What follows belongs to an exercise in optimizing a design on an open flow for small area and a short achievable clock period; a production flow would make more cautious choices.
Function was checked by simulation only, so behaviour that the tests miss may differ from the original.

## flow/design.v (module list and top-level ports; edited modules follow where they fit)
// module dist_sort: 2787 lines
// module fa: 4 lines
// module sub4: 8 lines
// module absm: 6 lines
// module square: 22 lines
module dist_sort (
    input logic        clk, rst,
    input logic [63:0] query,
    input logic [63:0] search_0,
    input logic [63:0] search_1,
    input logic [63:0] search_2,
    input logic [63:0] search_3,
    input logic [63:0] search_4,
    input logic [63:0] search_5,
    input logic [63:0] search_6,
    input logic [63:0] search_7,
    input logic        in_valid,
    output logic [2:0] addr_1st,
    output logic [2:0] addr_2nd,
    output logic       out_valid
);
  // ...
==> flow/flow/run.sh <==
#!/bin/bash
# The standard layout (standard.sh: synthesis to final layout), with every input and
# output port buffered by the platform's smallest buffer instead of the default choice.
set -euo pipefail
export BUFFER_PORTS_ARGS="-buffer_cell sky130_fd_sc_hd__buf_1"
bash standard.sh > standard.log 2>&1
==> flow/standard.sh <==
#!/bin/bash
# synth_recipe.tcl (not shown) runs the flow's synth.tcl, then flattens the netlist and writes it again
# the make line also repeats each setting of config.mk as NAME=value (left out here)
make -C /OpenROAD-flow-scripts/flow DESIGN_CONFIG=/design/flow/config.mk WORK_HOME=/design/flow/orfs CLKGATE_MAP_FILE= SYNTH_SCRIPT=/design/flow/synth_recipe.tcl "${@:-finish}"
==> flow/config.mk <==
export PLATFORM = sky130hd
export DESIGN_NAME = dist_sort
export DESIGN_NICKNAME = dist_sort
export VERILOG_FILES = /design/flow/design.v
export SDC_FILE = /design/flow/constraint.sdc
export NUM_CORES = 4
export LEC_CHECK = 0
export ABC_AREA = 1
export CAP_MARGIN = 50
export CORE_MARGIN = 2
export CORE_UTILIZATION = 48
export SLEW_MARGIN = 70
export SYNTH_HIERARCHICAL = 1
export SYNTH_MINIMUM_KEEP_SIZE = 0
==> flow/constraint.sdc <==
create_clock -name core_clock -period 17.0 [get_ports {clk}]
set_input_delay 3.4000 -clock core_clock [delete_from_list [all_inputs] [get_ports {clk}]]
set_output_delay 3.4000 -clock core_clock [all_outputs]
set_load 0.01 [all_outputs]
==> impl.org, run 1 <==
** Clocking
- TritonCTS built the clock tree.
- Post-CTS setup buffer count :: 0

** STA
- Final hold violations :: 0
- Max-slew headroom :: 0.6844

** Floorplanning
- The region available for standard cell placement spans around 140,000 sq um.
- Count of inserted tapcells :: 1,890
- Standard-cell rows :: approximately 140

** Global routing
- First-pass GRT wire length :: ~350,000 um
- For met3 alone, demand over resource in global routing was 0.06379.
- After global routing the overflow that remains totals 0.

** Final layout
- The largest registers in the layout are t_r (512), c_r (128).
- Largest reg by FF count :: t_r
- Summing all flip-flop and latch instances after layout gives 15,890 sq um.
- Number of combinational gates with multiple inputs :: 6,388
- Measured on the final layout, the clock distribution area share stands at 0.04362.
- Final Instance Area :: ~78,000 sq um
- From synthesis to final layout, the design area changed by 13.56%.
- Once layout is complete, the utilization of the core stands at 0.5506.

** Synthesis
- After synthesis, the largest family of logic cells by area is adder cells.
- Share of flip-flops with an asynchronous set or reset :: 0.003783
- Largest area contributor in the netlist :: fa_1
- Area fraction in and, or, nand and nor cells after synthesis :: 0.2760
- Post-synth design cell area :: just under 70,000 sq um
- The Yosys step of the flow raised 18 warnings.
- Count of flip-flops with a built-in enable after synthesis :: 0
- The number of nets in the synthesized netlist is 10,440.
- Arithmetic-cell share of the synthesized area counting full adders, half adders and majority gates :: 0.3668

** Routing
- Dividing the detail-routed wire length by the instance count gives ~22 um.
- M1 WL :: between 100,000 and 150,000 um
- Number of detailed-routing iterations run before antenna repair :: 6
- Antenna viol nets, final :: 0

** Placed design
- IO Port Bufs :: a little under 600

** Critical path
- Data arrival, critical path :: about 5300 ps
- Dominant cell type by count on the critical path :: fa_1
- Count of cells along the worst register-to-register path :: 14

** Hold path
- The min-delay analysis places its worst path in the category flop to flop.

** Outcome
- The flow ran to the end and the layout has no timing, DRC or antenna violations.

** Run
- Max-cap violations in this run came to 0.
==> inputs of run 2 (changes only) <==
--- a/flow/config.mk
+++ b/flow/config.mk
@@ -8,7 +8,8 @@
 export ABC_AREA = 1
 export CAP_MARGIN = 50
 export CORE_MARGIN = 2
-export CORE_UTILIZATION = 48
+export CORE_UTILIZATION = 55
+export GPL_ROUTABILITY_DRIVEN = 0
 export SLEW_MARGIN = 70
 export SYNTH_HIERARCHICAL = 1
 export SYNTH_MINIMUM_KEEP_SIZE = 0
==> impl.org, run 2 <==
** Routing
- The wire length per cell after detailed routing came to 21.15 um (was 21.53 um).
- Post-route DRC violation count :: 0 (unchanged)
- The first-pass iteration count of the detailed router came to 6 (unchanged).
- The via density per instance is 5.284 (was 5.172).
- The post-route antenna net violation count was 0 (unchanged).
- Number of DRC markers in iteration 0 :: 5,291 (was 5,002)
- The total via count in the routed design came to 58,060 (was 58,150).
- Routed Wire Length :: 232,400 um (was 242,000 um)

** Critical path
- The register-to-register path setup slack was 12,560 ps (was 12,580 ps).
- Slowest cell on crit path :: fa_1 (unchanged)
- Element type at the critical path start :: input pin (unchanged)
- The data arrival time at the worst-slack endpoint came to 5330 ps (was 5340 ps).
- Crit path capture type :: flop (unchanged)
- Largest stage delay on the critical path :: 440 ps (about the same)
- Terminus of the critical flop-to-flop path :: p2_5$_DFF_P_ (was p3_5$_DFF_P_)
- Crit Path Max Fanout :: 8 (was 5)
- The cell count along the critical path is 7 (was 8).
- Required time of the worst setup path :: 17,570 ps (was 17,590 ps)
- Ordered cell list for the critical path :: buf_1 -> inv_1 -> buf_4 -> ha_1 -> fa_1 -> fa_1 -> fa_1 (was buf_1 -> inv_1 -> buf_4 -> buf_16 -> ha_1 -> fa_1 -> fa_1 -> fa_1)
- Buffering stage count on the worst path with inverters included :: 3 (was 4)
- Origin of the critical flop-to-flop path :: t_r[32][0]$_DFF_P_ (was t_r[49][0]$_DFF_P_)
- Top delay family on crit path :: adder cells (unchanged)
- The category of the most critical setup path is input pin to flop (unchanged).
- The number of cells on the worst reg-to-reg path was 14 (unchanged).
- The library cell appearing most often on the critical path is fa_1 (unchanged).

** Floorplanning
- IO Count :: 586 (unchanged)
- The area enclosed by the die boundary came to 127,800 sq um (was 146,200 sq um).
- The height of the die was 357.5 um (was 382.4 um).
- Core area :: 123,800 sq um (was 141,800 sq um)
- The effective utilization at floorplan came to 0.5552 (was 0.4848).
- Standard-cell rows :: 129 (was 138)
- Chip Width :: 357.5 um (was 382.4 um)

** Synthesis
- The sequential area share after synthesis is 0.2312 (unchanged).
- Count of flip-flops with a built-in enable after synthesis :: 0 (unchanged)
- The count of yosys warnings during synthesis came to 18 (unchanged).
- Number of synthesized register bits :: 793 (unchanged)
- Largest area contributor in the netlist :: fa_1 (unchanged)
- The share of the synthesized area in the top cell type came to 0.3309 (unchanged).
- Net count of the mapped netlist :: 10,440 (unchanged)
- The synthesized netlist cell count was 8,530 (unchanged).
- The count of unique library cells instantiated by Yosys came to 43 (unchanged).
- The mean post-synth cell area was 8.057 sq um (unchanged).
- Post-synth design cell area :: 68,730 sq um (unchanged)
- Most used flip-flop cell after synthesis :: dfxtp_1 (unchanged)
- The most used standard cell by instance count after synthesis was nand2_1 (unchanged).
- Share of flip-flops with an asynchronous set or reset :: 0.003783 (unchanged)
- Synth cell count leaders :: 2,962 x nand2_1, 1,136 x fa_1, 1,054 x inv_1, 1,014 x nand3_1, 790 x dfxtp_1 (unchanged)
- Synth top area cells: fa_1 33%, dfxtp_1 23%, nand2_1 16%, nand3_1 7.4%, inv_1 5.8% (unchanged).

** STA
- The final critical delay including setup and external delays is 4759 ps (was 4744 ps).
- Total negative setup slack :: 0 ps (unchanged)
- FMAX :: 0.2102 GHz (was 0.2108 GHz)
- Final hold violations :: 0 (unchanged)
- The worst slew slack as a fraction of its limit is 0.6662 (was 0.6844).
- Count of endpoints failing setup in the final report :: 0 (unchanged)
- The part of the cycle the worst path needs came to 0.2799 (was 0.2791).
- Clk_skew :: 47.02 ps (was 31.28 ps)
- Worst Max-Slew Pin Slew :: 500.7 ps (was 473.5 ps)
- Setup repair after global routing missed its margin :: false (unchanged)
- Final setup margin :: 12,240 ps (was 12,260 ps)
- Slew Limit Fails :: 0 (unchanged)

** Outcome
- Status :: complete, no violations (unchanged)

** Placed design
- Count of placed standard cells including taps :: 10,810 (was 11,060)
- Worst setup slack before clock tree synthesis :: 11,540 ps (was 11,530 ps)
- Dpl hpwl :: 188,300 um (was 196,800 um)
- IO Port Bufs :: 585 (unchanged)

** Final layout
- The fill cell total of the finished layout was 11,040 (was 13,210).
- Final Core Density :: 0.6264 (was 0.5506)
- Layout-stage area growth over the synthesis result :: 12.82% (was 13.56%)
- The fraction of layout instances using a drive strength above 1 came to 0.08325 (was 0.08429).
- Commonest cells after routing, fill and taps aside :: 2,947 x nand2_1, 1,136 x fa_1, 1,034 x inv_1 (was 2,947 x nand2_1, 1,136 x fa_1, 1,040 x inv_1)
- Cell Count, Final, Fillers Out :: 10,990 (was 11,240)
- The net total in the final layout came to 11,190 (was 11,180).
- Commonest non-fill, non-tap cell in the layout :: nand2_1 (unchanged)
- Largest reg by FF count :: t_r (unchanged)
- Number of flip-flops in the largest register :: 512 (unchanged)
- Biggest registers after layout: t_r (512), c_r (128) (unchanged).

** Clocking
- Post-CTS Resized :: 0 (unchanged)
- The total of hold buffers inserted after clock tree synthesis came to 0 (unchanged).
- Post-CTS setup buffer count :: 0 (unchanged)
- The clock-pin slew of the registers on the worst-case setup and hold paths came to 60 ps (about the same).
- The latest clock arrival within the worst-skew pair is 720 ps (was 740 ps).
- CTS buffer count :: 91 (was 95)
- H-tree depth :: 3 (unchanged)
- Clock tree from TritonCTS :: built (unchanged)
- The buffer depth of the longest clock path was 3 (unchanged).
- The number of clock sinks came to 793 (unchanged).
- The cell at the root of the clock tree is clkbuf_16 (unchanged).

** Global routing
- Overall global routing resource usage :: 0.3674 (was 0.3325)
- Largest net degree at the start of global routing :: 15 (unchanged)
- The number of antenna violations at the first check in global routing is 5 (was 9).
- Number of global-route vias before repair :: 56,380 (was 56,980)
- The first-pass GRT wire length was 339,200 um (was 352,900 um).
- Residual overflow from global routing :: 0 (unchanged)

** Hold path
- HP Start :: v[0]$_DFF_PP0_ (unchanged)
- The hold-critical path depth was 0 (unchanged).
- Path category of the worst min-delay check :: flop to flop (unchanged)
- The worst hold path endpoint was v[1]$_DFF_PP0_ (unchanged).

** Run
- The count of maximum capacitance violations came to 0 (unchanged).
-- run 2: metal layers --
metal / routed length [um] / vias to the layer above / GRT usage
met5: 30 / - / 0
met4: 15040 / 4 / 0.2007
met3: 21860 / 479 / 0.08575
met2: 99940 / 2290 / 0.5534
met1: 95510 / 27680 / 0.4926
li1: - / 27610 / -
-- run 2: kinds of logic after synthesis --
family          synth area share
compound gates           0.02847
xor+xnor                 0.02379
fa+ha+maj                 0.3668
buf+inv                  0.07382
flops                     0.2312
simple gates              0.2760
-- run 2: cell type report --
cell class	count	area, sq um	area share
inverter	1339	5051	0.06514
tap	1637	2048	0.02641
sequential	793	15890	0.2049
antenna	6	15.01	0.0001936
timing repair buffer	661	3043	0.03924
clock buffer	119	2535	0.03269
multi-input combinational	6388	48330	0.6233
clock inverter	45	628.1	0.008100
-- run 2: per-stage QoR --
step	hold slack, ps	area (sq um)
after floorplan	331.2	68730
after global placement	336.8	73390
after detailed placement	347.2	74210
after CTS	355.1	77370
after global routing	365.0	77530
final	352.1	77540
-- run 2: worst max-delay path by stage --
stage | start | end | slack, ps
after floorplan | query[0] | t_r[0][3]$_DFF_P_ | 12000
after global placement | query[24] | t_r[22][3]$_DFF_P_ | 11150
after detailed placement | query[60] | t_r[127][3]$_DFF_P_ | 11540
after CTS | query[60] | t_r[127][3]$_DFF_P_ | 12290
after global routing | query[24] | t_r[118][3]$_DFF_P_ | 12260
final | query[60] | t_r[127][3]$_DFF_P_ | 12240
-- run 2: Yosys stat by module, one instance, submodules excluded --
module / cells inside / times used / area, sq um
sub4: 1 / 128 / 12.51
dist_sort: 2786 / 1 / 25490
fa: 1 / 1136 / 20.02
square: 20 / 128 / 81.33
absm: 15 / 128 / 66.31
==> inputs of run 3 (changes only) <==
--- a/flow/config.mk
+++ b/flow/config.mk
@@ -9,7 +9,6 @@
 export CAP_MARGIN = 50
 export CORE_MARGIN = 2
 export CORE_UTILIZATION = 55
-export GPL_ROUTABILITY_DRIVEN = 0
 export SLEW_MARGIN = 70
 export SYNTH_HIERARCHICAL = 1
 export SYNTH_MINIMUM_KEEP_SIZE = 0
==> impl.org, run 3 <==
** Outcome
- Status :: complete, no violations (unchanged)

** Final layout
- Biggest registers after layout: t_r (512), c_r (128) (unchanged).
- Cell Count, Final, Fillers Out :: 10,990 (about the same)
- Commonest cells after routing, fill and taps aside: 2,950 x nand2_1, 1,136 x fa_1, 1,035 x inv_1 (was 2,947 x nand2_1, 1,136 x fa_1, 1,034 x inv_1).
- Post-layout net count :: 11,190 (unchanged)
- Layout-stage area growth over the synthesis result :: 12.84% (was 12.82%)
- The fraction of layout instances using a drive strength above 1 came to 0.08357 (was 0.08325).
- Final Core Density :: 0.6264 (about the same)
- The fill cell total of the finished layout is 10,890 (was 11,040).
- Commonest non-fill, non-tap cell in the layout :: nand2_1 (unchanged)
- The register bank with the most flops is t_r (unchanged).
- Number of flip-flops in the largest register :: 512 (unchanged)

** Routing
- DR WL/cell :: 21.38 um (was 21.15 um)
- The initial DRC count was 5,244 (was 5,291).
- The total length of routed wires was 235,000 um (was 232,400 um).
- Ratio of routed vias to standard cells :: 5.282 (was 5.284)
- The first-pass iteration count of the detailed router is 9 (was 6).
- Antenna viol nets, final :: 0 (unchanged)
- Post-route DRC violation count :: 0 (unchanged)
- Vias after detailed routing :: 58,070 (was 58,060)

** Clocking
- The buffer depth of the longest clock path was 3 (unchanged).
- CTS root buf :: clkbuf_16 (unchanged)
- Post-CTS Resized :: 0 (unchanged)
- The latest clock arrival within the worst-skew pair was 730 ps (was 720 ps).
- Hold buffers post-CTS :: 0 (unchanged)
- The number of buffers added for setup after CTS is 0 (unchanged).
- The number of buffers inserted during clock tree synthesis was 89 (was 91).
- H-tree depth :: 3 (unchanged)
- Clock tree from TritonCTS :: built (unchanged)
- Count of clock tree sinks :: 793 (unchanged)
- Clock-pin slew of the registers on the worst-case setup and hold paths :: 60 ps (about the same)

** Critical path
- Dominant cell type by count on the critical path :: fa_1 (unchanged)
- Slowest cell on crit path :: fa_1 (unchanged)
- Crit path launch :: query[60] (unchanged)
- Origin of the critical flop-to-flop path :: t_r[32][0]$_DFF_P_ (unchanged)
- The category of the most critical setup path is input pin to flop (unchanged).
- Ordered cell list for the critical path: buf_1 -> inv_1 -> buf_4 -> ha_1 -> fa_1 -> fa_1 -> fa_1 (unchanged).
- The startpoint class of the critical path is an input pin (unchanged).
- The critical path capture point type was a flop (unchanged).
- Largest stage delay on the critical path :: 430 ps (was 440 ps)
- Data arrival, critical path :: 5320 ps (was 5330 ps)
- Required time of the worst setup path :: 17,580 ps (was 17,570 ps)
- The worst-path maximum fanout is 9 (was 8).

** Synthesis
- The mean post-synth cell area was 8.057 sq um (unchanged).
- The library cell with the largest summed area after synthesis is fa_1 (unchanged).
- Synth cell count leaders :: 2,962 x nand2_1, 1,136 x fa_1, 1,054 x inv_1, 1,014 x nand3_1, 790 x dfxtp_1 (unchanged)
- Synth top area cells :: fa_1 33%, dfxtp_1 23%, nand2_1 16%, nand3_1 7.4%, inv_1 5.8% (unchanged)
- Most frequent cell after synthesis :: nand2_1 (unchanged)
- Count of flip-flops with a built-in enable after synthesis :: 0 (unchanged)
- Count of warnings emitted by yosys :: 18 (unchanged)
- The post-synth net total came to 10,440 (unchanged).
- Post-synth design cell area :: 68,730 sq um (unchanged)
- The number of flip-flops and latches in the synthesized netlist was 793 (unchanged).
- Share of the synthesized area in the top cell type :: 0.3309 (unchanged)
- Sequential-to-total area share from yosys stat :: 0.2312 (unchanged)
- The count of unique library cells instantiated by Yosys came to 43 (unchanged).
- Most used flip-flop cell after synthesis :: dfxtp_1 (unchanged)
- Post-synthesis cell count :: 8,530 (unchanged)
- Share of flip-flops with an asynchronous set or reset :: 0.003783 (unchanged)

** Hold path
- The worst hold path class is flop to flop (unchanged).
- HP Start :: v[0]$_DFF_PP0_ (unchanged)

** Floorplanning
- Initial cell density of the core :: 0.5552 (unchanged)
- The width of the die was 357.5 um (unchanged).
- Die outline area :: 127,800 sq um (unchanged)
- The area of the placeable core is 123,800 sq um (unchanged).
- Chip Height :: 357.5 um (unchanged)
- Standard-cell rows :: 129 (unchanged)
- The number of primary I/O pins came to 586 (unchanged).

** STA
- The setup total negative slack is 0 ps (unchanged).
- FMAX :: 0.2111 GHz (was 0.2102 GHz)
- The worst slew slack as a fraction of its limit is 0.6718 (was 0.6662).
- Worst Max-Slew Pin Slew :: 492.3 ps (was 500.7 ps)
- The count of pins over their slew limit is 0 (unchanged).
- Setup repair after global routing missed its margin :: false (unchanged)
- Final cycle utilization of the critical path :: 0.2786 (was 0.2799)
- Clk_skew :: 44.87 ps (was 47.02 ps)
- The final critical delay including setup and external delays came to 4737 ps (was 4759 ps).
- Final setup margin :: 12,260 ps (was 12,240 ps)
- The total setup violations reported at the end of the flow came to 0 (unchanged).
- Final hold violations :: 0 (unchanged)

** Placed design
- The congestion estimate from routability-driven global placement came to 1.040.
- The post-detailed-placement half-perimeter wirelength was 190,500 um (was 188,300 um).
- The number of cells after detailed placement was 10,820 (was 10,810).
- Worst setup slack before clock tree synthesis :: 11,580 ps (was 11,540 ps)
- The number of buffer cells added on primary ports was 585 (unchanged).

** Global routing
- The overflow left after global routing was 0 (unchanged).
- GRT busiest layer :: met2 (unchanged)
- The first-pass GRT wire length came to 342,600 um (was 339,200 um).
- Global routing usage on met2 :: 0.5637 (was 0.5534)
- Number of global-route vias before repair :: 56,980 (was 56,380)
- GR Util met3 :: 0.09552 (was 0.08575)
- Global routing met1 resource utilization :: 0.4886 (was 0.4926)
- Antenna violations before repair :: 14 (was 5)
- The pin count of the biggest net entering global routing is 15 (unchanged).
- Overall global routing resource usage :: 0.3718 (was 0.3674)

** Run
- The count of maximum capacitance violations came to 0 (unchanged).
[run 3: cell types whose count changed in the layout (fill, tap and decap cells not counted), moves of 5 or more]
| cell | previous run | this run |
|---|---|---|
| buf_6 | 52 | 57 |
| clkbuf_8 | 13 | 19 |
| clkinvlp_4 | 10 | 5 |
| diode_2 | 6 | 11 |
| xor2_1 | 125 | 120 |
| xor2_2 | 9 | 14 |
[run 3: critical path, delay by kind of cell]
kind,cells,cell delay [ps]
buf+inv,3,390
fa+ha+maj,4,1490
[run 3: through the flow]
step | area, sq um | hold WS (ps)
2_1_floorplan | 68730 | 331.2
3_3_place_gp | 73380 | 333.3
3_5_place_dp | 74290 | 336.3
4_1_cts | 77420 | 349.0
5_1_grt | 77520 | 357.4
6_report | 77550 | 348.2
[run 3: path summary, 6_finish.rpt]
check / depth (start not counted) / end / slack, ps
max: 7 / t_r[31][3]$_DFF_P_ / 12260
max in group asynchronous: 2 / v[1]$_DFF_PP0_ / 14340
min in group asynchronous: 2 / v[0]$_DFF_PP0_ / 2540
min reg2reg: 0 / v[1]$_DFF_PP0_ / 350
max reg2reg: 14 / p2_5$_DFF_P_ / 12550
min: 0 / v[1]$_DFF_PP0_ / 350
[run 3: layout make-up]
type	instances	area (sq um)	area share
clock inverter	40	566.8	0.007309
clock buffer	123	2556	0.03296
inverter	1339	5049	0.06510
sequential	793	15890	0.2049
timing repair buffer	663	3054	0.03938
multi-input combinational	6388	48360	0.6236
tap	1637	2048	0.02641
antenna	11	27.53	0.0003549
[run 3: cell families after synthesis]
group / after synthesis / synth area share
adders and majority gates: 1333 / 0.3668
xor gates and xnor gates: 164 / 0.02379
and+or+nand+nor: 4565 / 0.2760
AOI/OAI and AO/OA: 326 / 0.02847
buffers and inverters: 1349 / 0.07382
DFF: 793 / 0.2312
[run 3: per-module statistics from Yosys, one instance, submodules excluded]
module     flops+latches  area [sq um]
sub4                   0         12.51
square                 0         81.33
dist_sort            793         25490
absm                   0         66.31
fa                     0         20.02
[run 3: metal layers]
layer | routed length, um | vias up
met5 | 73 | -
met4 | 14720 | 10
li1 | - | 27630
met3 | 22710 | 462
met2 | 102300 | 2339
met1 | 95180 | 27630

## re-timing with driven ports
In the flow no input, the clock included, has a driving cell. The finished layouts below were timed again as built, in two steps.
Step 1 (the two cells are an assumption about what drives the block):
set clk [get_ports {clk}]
set_driving_cell -lib_cell sky130_fd_sc_hd__clkbuf_16 $clk
set_driving_cell -lib_cell sky130_fd_sc_hd__buf_2 [delete_from_list [all_inputs] $clk]
Step 2 moves the port delays by t, midway between the first and last clock arrival at a register: inputs arrive t later, outputs are due t later. That takes back most of the time a late clock gives input paths.
Slacks: ideal ports / drivers / drivers and shift; pairs: ideal ports / drivers.
| run | t, ns | setup WS [ns] | worst register clock-pin slew, ns | pins driven straight from the clock port |
|---|---|---|---|---|
| run 1 | 0.810 | 12.256 / 12.312 / 11.510 | 0.07 / 0.07 | 1 |
| run 2 | 0.783 | 12.242 / 12.301 / 11.518 | 0.07 / 0.07 | 1 |
| run 3 | 0.794 | 12.263 / 12.323 / 11.528 | 0.07 / 0.07 | 1 |
After both steps setup and hold are still met in every run listed. For run 1, which loses most, drivers alone change the setup slack by +0.056 ns; drivers and shift together by -0.746 ns.
